This is an optimization exercise on Yosys and OpenROAD, whose aim is small area, a short achievable clock period and few clock cycles, not a production implementation. At most, simulation tests tie the RTL to the original design; equivalence was not proved.

==> run D: inputs <==
Design LearningMachine, start of the top module:
module LearningMachine(input clk,rst, start, input [6:0] x1Data,x2Data, input [1:0] tData, output[1:0] signYin, output[13:0] w1,w2,b,Yin,output ReadEn, Ready);
Settings: LEC_CHECK=0, ABC_CLOCK_PERIOD_IN_PS=5000, CAP_MARGIN=20, CORE_MARGIN=2, CORE_UTILIZATION=40, SETUP_SLACK_MARGIN=5, SLEW_MARGIN=20, SYNTH_HIERARCHICAL=1, SYNTH_MINIMUM_KEEP_SIZE=0; clock period 12.0 ns.
standard.sh (not shown) runs the stock make flow with config.mk's settings and CLKGATE_MAP_FILE= SYNTH_SCRIPT=/design/flow/synth_recipe.tcl, a recipe that flattens the netlist after the stock synthesis.
==> flow/flow/run.sh <==
#!/bin/bash
set -euo pipefail
bash standard.sh SETUP_SLACK_MARGIN=7 'BUFFER_PORTS_ARGS=-buffer_cell sky130_fd_sc_hd__buf_1' finish > standard_make.log 2>&1
==> inputs of run C, as changes to run D <==
==> flow/flow/run.sh (replaced) <==
#!/bin/bash
set -euo pipefail
bash standard.sh SETUP_SLACK_MARGIN=7.25 'BUFFER_PORTS_ARGS=-buffer_cell sky130_fd_sc_hd__buf_1' finish > standard_make.log 2>&1
==> qor summary <==
PostCTS Resize Cnt: run C 33; run D 15
Met2 WL post-DR: run C 9980 um; run D 9840 um
Final core area utilization: run C 44.6%; run D 44.0%
Max incr delay on CP: run C 0.46 ns; run D 0.51 ns
M1 WL: run C 9980 um; run D 10000 um
Global-route wire length before repair: run C 36000 um; run D 35900 um
Final wirelength: run C 21300 um; run D 21200 um
Signal buf overhead: run C 3.67%; run D 2.82%
Setup slack of the worst register-to-register path: run C 7.50 ns; run D 7.43 ns
Clock period minus final worst setup slack: run C 4.50 ns; run D 4.57 ns
Arrival @ worst endpoint: run C 4.78 ns; run D 4.79 ns
Status: run C timing/DRC/antenna clean; run D timing/DRC/antenna clean
Area taken by multi-input logic gates: run C 7040 um^2; run D 6990 um^2
Final worst clock skew: run C 0.0128 ns; run D 0.0126 ns
Destination of the worst register-to-register timing path: run C u2[11]; run D u2[0]
Post-route design area: run C 10400 um^2; run D 10300 um^2
Nets: run C 1200; run D 1189
Testbench counts of run D, summed over its fixed seeds: cycles 145,544.
Testbench counts of run C, summed over its fixed seeds: cycles 145,544.


==> run Z <==
LearningMachine, a different RTL version from the one above (not shown whole).
Settings: LEC_CHECK=0, ABC_CLOCK_PERIOD_IN_PS=5000, CAP_MARGIN=20, CORE_MARGIN=2, CORE_UTILIZATION=40, SETUP_SLACK_MARGIN=5, SLEW_MARGIN=20, SYNTH_HIERARCHICAL=1, SYNTH_MINIMUM_KEEP_SIZE=0; clock period 12.0 ns.
==> flow/flow/run.sh <==
#!/bin/bash
set -euo pipefail
bash standard.sh SETUP_SLACK_MARGIN=7.5 'BUFFER_PORTS_ARGS=-buffer_cell sky130_fd_sc_hd__buf_1' finish > standard_make.log 2>&1
==> inputs of run E, as changes to run Z <==
--- a/flow/design.v
+++ b/flow/design.v
@@ -934,10 +934,11 @@
   wire [13:0] y = {yt[13] ^ t, yt[12:0]};
   wire [13:0] zx = ya ^ yb ^ {ya[12:0] | yb[12:0], 1'b0} ^ {t, 13'd0};
   wire yzero = ~|zx;
   wire mis = yzero | yt[13];
   wire upd = valid & mis;
+  wire clr = ~busy & start;
   wire [7:0] vn = v + {{6{t}}, ~t, 1'b1};    
   wire last = (cnt == 8'd14);
   function [6:0] booth(input [6:0] x);
     reg [8:0] e;
     integer i;
@@ -972,20 +973,19 @@
     if (rst) begin
       busy <= 1'b0; rdEn <= 1'b0; valid <= 1'b0;
       u1 <= 12'd0; u2 <= 12'd0; v <= 8'd0; yReg <= 14'd0;
     end else begin
       if (valid) yReg <= y;
+      u1 <= upd ? u1n : u1 & {12{~clr}};
+      u2 <= upd ? u2n : u2 & {12{~clr}};
+      v <= upd ? vn : v & {8{~clr}};
       if (!busy) begin
         if (start) begin
           busy <= 1'b1; rdEn <= 1'b1; valid <= 1'b0;
-          u1 <= 12'd0; u2 <= 12'd0; v <= 8'd0;
         end
       end else begin
         valid <= rdEn;
-        if (upd) begin
-          u1 <= u1n; u2 <= u2n; v <= vn;
-        end
         if (rdEn && last) begin
           rdEn <= flag | upd;
         end else if (!rdEn && xlast && valid) begin
           rdEn <= mis;
           busy <= mis;
Settings changed: CTS_BUF_LIST set to sky130_fd_sc_hd__clkbuf_8.
==> inputs of run K, as changes to run Z <==
==> flow/flow/run.sh (replaced) <==
#!/bin/bash
set -euo pipefail
bash standard.sh SETUP_SLACK_MARGIN=7 'BUFFER_PORTS_ARGS=-buffer_cell sky130_fd_sc_hd__buf_1' finish > standard_make.log 2>&1
==> comparison table <==
|  | run Z | run E | run K |
|---|---|---|---|
| Worst R2R End | u1[5]$_DFFE_PP0P_ | u1[11]$_DFF_PP0_ | u1[5]$_DFFE_PP0P_ |
| Placer's final routability congestion estimate | 0.8336 | 0.8698 | 0.8310 |
| Share of layout cells above drive strength 1 | 22.86% | 21.36% | 21.95% |
| Delay of the slowest cell on the worst path | 0.54 ns | 0.61 ns | 0.64 ns |
| Wire length of the first global-routing pass | 37420 um | 35670 um | 37490 um |
| Cells after DPL | 1223 | 1211 | 1223 |
| Post-Place Cell Area | 0.009448 mm^2 | 0.009283 mm^2 | 0.009313 mm^2 |
| Final Core Density | 49.31% | 48.06% | 49.05% |
| Total number of multi-input combinational cells | 717 | 711 | 717 |
| Initial DRC count | 429 | 349 | 446 |
| Run status | timing/DRC/antenna clean | timing/DRC/antenna clean | timing/DRC/antenna clean |
| Worst r2r src | u1[7]$_DFFE_PP0P_ | u1[10]$_DFF_PP0_ | u1[5]$_DFFE_PP0P_ |
| Crit path depth | 18 | 17 | 18 |
| Clock buffers and inverters, area share | 2.909% | 1.658% | 2.867% |
| Mapped Area | 0.008962 mm^2 | 0.008896 mm^2 | 0.008962 mm^2 |
Testbench counts of run Z, summed over its fixed seeds: cycles 145,544.
Testbench counts of run E, summed over its fixed seeds: cycles 145,544.
Testbench counts of run K, summed over its fixed seeds: cycles 145,544.


==> v6: inputs <==
LearningMachine, a different RTL version from the one above (not shown whole).
==> flow/design.v (excerpt) <==
module LearningMachine(input clk,rst, start, input [6:0] x1Data,x2Data, input [1:0] tData, output[1:0] signYin, output[13:0] w1,w2,b,Yin,output ReadEn, Ready);
clock: 12.0 ns
lec_check: 0
abc_clock_period_in_ps: 5000
cap_margin: 20
core_margin: 2
core_utilization: 40
setup_slack_margin: 5
slew_margin: 20
synth_hierarchical: 1
synth_minimum_keep_size: 0
==> flow/flow/run.sh <==
#!/bin/bash
set -euo pipefail
bash standard.sh SETUP_SLACK_MARGIN=8 'BUFFER_PORTS_ARGS=-buffer_cell sky130_fd_sc_hd__buf_1' finish > standard_make.log 2>&1
==> v10 (differences from v6) <==
==> flow/flow/run.sh (replaced) <==
#!/bin/bash
set -euo pipefail
bash standard.sh SETUP_SLACK_MARGIN=7 'BUFFER_PORTS_ARGS=-buffer_cell sky130_fd_sc_hd__buf_1' finish > standard_make.log 2>&1
==> qor summary <==
Result of the run: v6 finished clean; v10 finished clean
Fraction of standard cell area that is sequential: v6 0.1816; v10 0.1863
Total setup buffers inserted after CTS: v6 43; v10 31
Iteration-0 DRC Markers: v6 342; v10 376
Cell depth of the worst flop-to-flop path: v6 16; v10 17
Fraction of standard cell area in multi-input logic: v6 0.6794; v10 0.6758
Layout Utilization: v6 0.4832; v10 0.4692
Vias in the first global route: v6 7185; v10 6825
Number of standard cells in the layout, taps in and fillers out: v6 1338; v10 1332
Max Clock Freq: v6 201.1 MHz; v10 200.6 MHz
Data arrival time of the worst path: v6 5.21 ns; v10 5.26 ns
Register-to-register setup slack: v6 7.03 ns; v10 7.01 ns
Max_slew headroom: v6 0.4109; v10 0.3602
Time the final worst path needs with I/O delays and setup: v6 4.973 ns; v10 4.986 ns
Wire length after detailed routing: v6 24.16 mm; v10 23.28 mm
Register cell area after layout: v6 2053 sq um; v10 2046 sq um
Design Area, Final: v6 11310 sq um; v10 10980 sq um
Final-layout worst hold slack: v6 0.4875 ns; v10 0.4843 ns
Count of TritonRoute iterations in the first routing pass: v6 6; v10 5
CP Capture Point: v6 u2[8]$_DFFE_PP0P_; v10 u2[6]$_DFFE_PP0P_
HPWL reported at the end of detailed placement: v6 17.54 mm; v10 17.20 mm
Crit path launch: v6 x1[6]$_DFF_P_; v10 u1[7]$_DFFE_PP0P_
No run of this note included a check of the RTL's function; only the layout flow was run.


==> inputs of job 2418 <==
LearningMachine, a different RTL version from the one above (not shown whole).
Design LearningMachine, start of the top module:
module LearningMachine(input clk,rst, start, input [6:0] x1Data,x2Data, input [1:0] tData, output[1:0] signYin, output[13:0] w1,w2,b,Yin,output ReadEn, Ready);
Settings: LEC_CHECK=0, ABC_CLOCK_PERIOD_IN_PS=5000, CAP_MARGIN=20, CORE_MARGIN=2, CORE_UTILIZATION=40, SETUP_SLACK_MARGIN=5, SLEW_MARGIN=20, SYNTH_HIERARCHICAL=1, SYNTH_MINIMUM_KEEP_SIZE=0; clock period 12.0 ns.
==> flow/flow/run.sh <==
#!/bin/bash
set -euo pipefail
bash standard.sh SETUP_SLACK_MARGIN=6.5 'BUFFER_PORTS_ARGS=-buffer_cell sky130_fd_sc_hd__buf_1' finish > standard_make.log 2>&1
==> job 9284: changes against job 2418 <==
==> flow/flow/run.sh (replaced) <==
#!/bin/bash
set -euo pipefail
bash standard.sh SETUP_SLACK_MARGIN=7.5 'BUFFER_PORTS_ARGS=-buffer_cell sky130_fd_sc_hd__buf_1' finish > standard_make.log 2>&1
==> job 9856: changes against job 2418 <==
==> flow/run.sh (new file) <==
#!/bin/bash
# synth_recipe.tcl (not shown) runs the flow's synth.tcl, then flattens the netlist and writes it again
# the make line also repeats each setting of config.mk as NAME=value (left out here)
make -C /OpenROAD-flow-scripts/flow DESIGN_CONFIG=/design/flow/config.mk WORK_HOME=/design/flow/orfs CLKGATE_MAP_FILE= SYNTH_SCRIPT=/design/flow/synth_recipe.tcl finish
removed: flow/flow/run.sh
removed: flow/standard.sh
==> comparison table <==
| metric | job 9856 | job 9284 | job 2418 |
|---|---|---|---|
| FF-to-FF End | u1[8] | u1[7] | yReg[12] |
| Depth of the most critical reg-to-reg path | 16 | 19 | 17 |
| Weighted congestion reported at the end of routability-driven placement | 0.848 | 0.834 | 0.843 |
| Outcome | timing/DRC/antenna clean | timing/DRC/antenna clean | timing/DRC/antenna clean |
| # nets final | 1,163 | 1,199 | 1,190 |
| Latest clock arrival within the worst-skew pair | 0.35 ns | 0.36 ns | 0.36 ns |
| Critical path origin | x1[3] | u1[3] | u1[1] |
| Detailed-route wire length on metal 1 | 10,200 um | 10,700 um | 10,600 um |
| CP endpoint | u1[8] | u1[7] | yReg[12] |
| Data required time of the worst path | 12.27 ns | 12.24 ns | 12.23 ns |
Testbench counts of job 2418, summed over its fixed seeds: cycles 145,544.
Testbench counts of job 9284, summed over its fixed seeds: cycles 145,544.
Testbench counts of job 9856, summed over its fixed seeds: cycles 145,544.

## separate check: timing with driven ports
Ports are ideal in the flow. The routed layouts listed here were re-timed in OpenROAD.
Step 1 assumes that a clkbuf_16 drives the clock port and a buf_2 every other input.
Step 2 adds t to the input delays and takes it off the output delays; t is the mean of the earliest and latest rising clock arrival at the registers after step 1. Input paths then give back, and output paths get back, about the clock's delay inside the block.
Three values: ideal, step 1, step 2; two values: the first two.
| run | t (ns) | setup slack, ns | slew at the worst register clock pin (ns) | worst slew at a driven data input, ns |
|---|---|---|---|---|
| run D | 0.391 | 7.428 / 7.428 / 7.428 | 0.07 / 0.07 | 0.04 |
| run C | 0.393 | 7.499 / 7.499 / 7.499 | 0.07 / 0.07 | 0.04 |
| run Z | 0.393 | 7.078 / 7.078 / 7.078 | 0.07 / 0.07 | 0.04 |
| run E | 0.427 | 6.957 / 6.957 / 6.957 | 0.10 / 0.10 | 0.04 |
| run K | 0.399 | 6.926 / 6.926 / 6.926 | 0.07 / 0.07 | 0.04 |
| v6 | 0.410 | 7.028 / 7.028 / 7.028 | 0.08 / 0.08 | 0.05 |
| v10 | 0.399 | 7.014 / 7.014 / 7.014 | 0.07 / 0.07 | 0.05 |
| job 2418 | 0.395 | 6.716 / 6.716 / 6.716 | 0.07 / 0.07 | 0.04 |
| job 9284 | 0.401 | 6.928 / 6.928 / 6.928 | 0.08 / 0.08 | 0.04 |
| job 9856 | 0.391 | 6.028 / 6.028 / 6.028 | 0.07 / 0.07 | 0.04 |
After both steps every run listed still meets setup and hold.
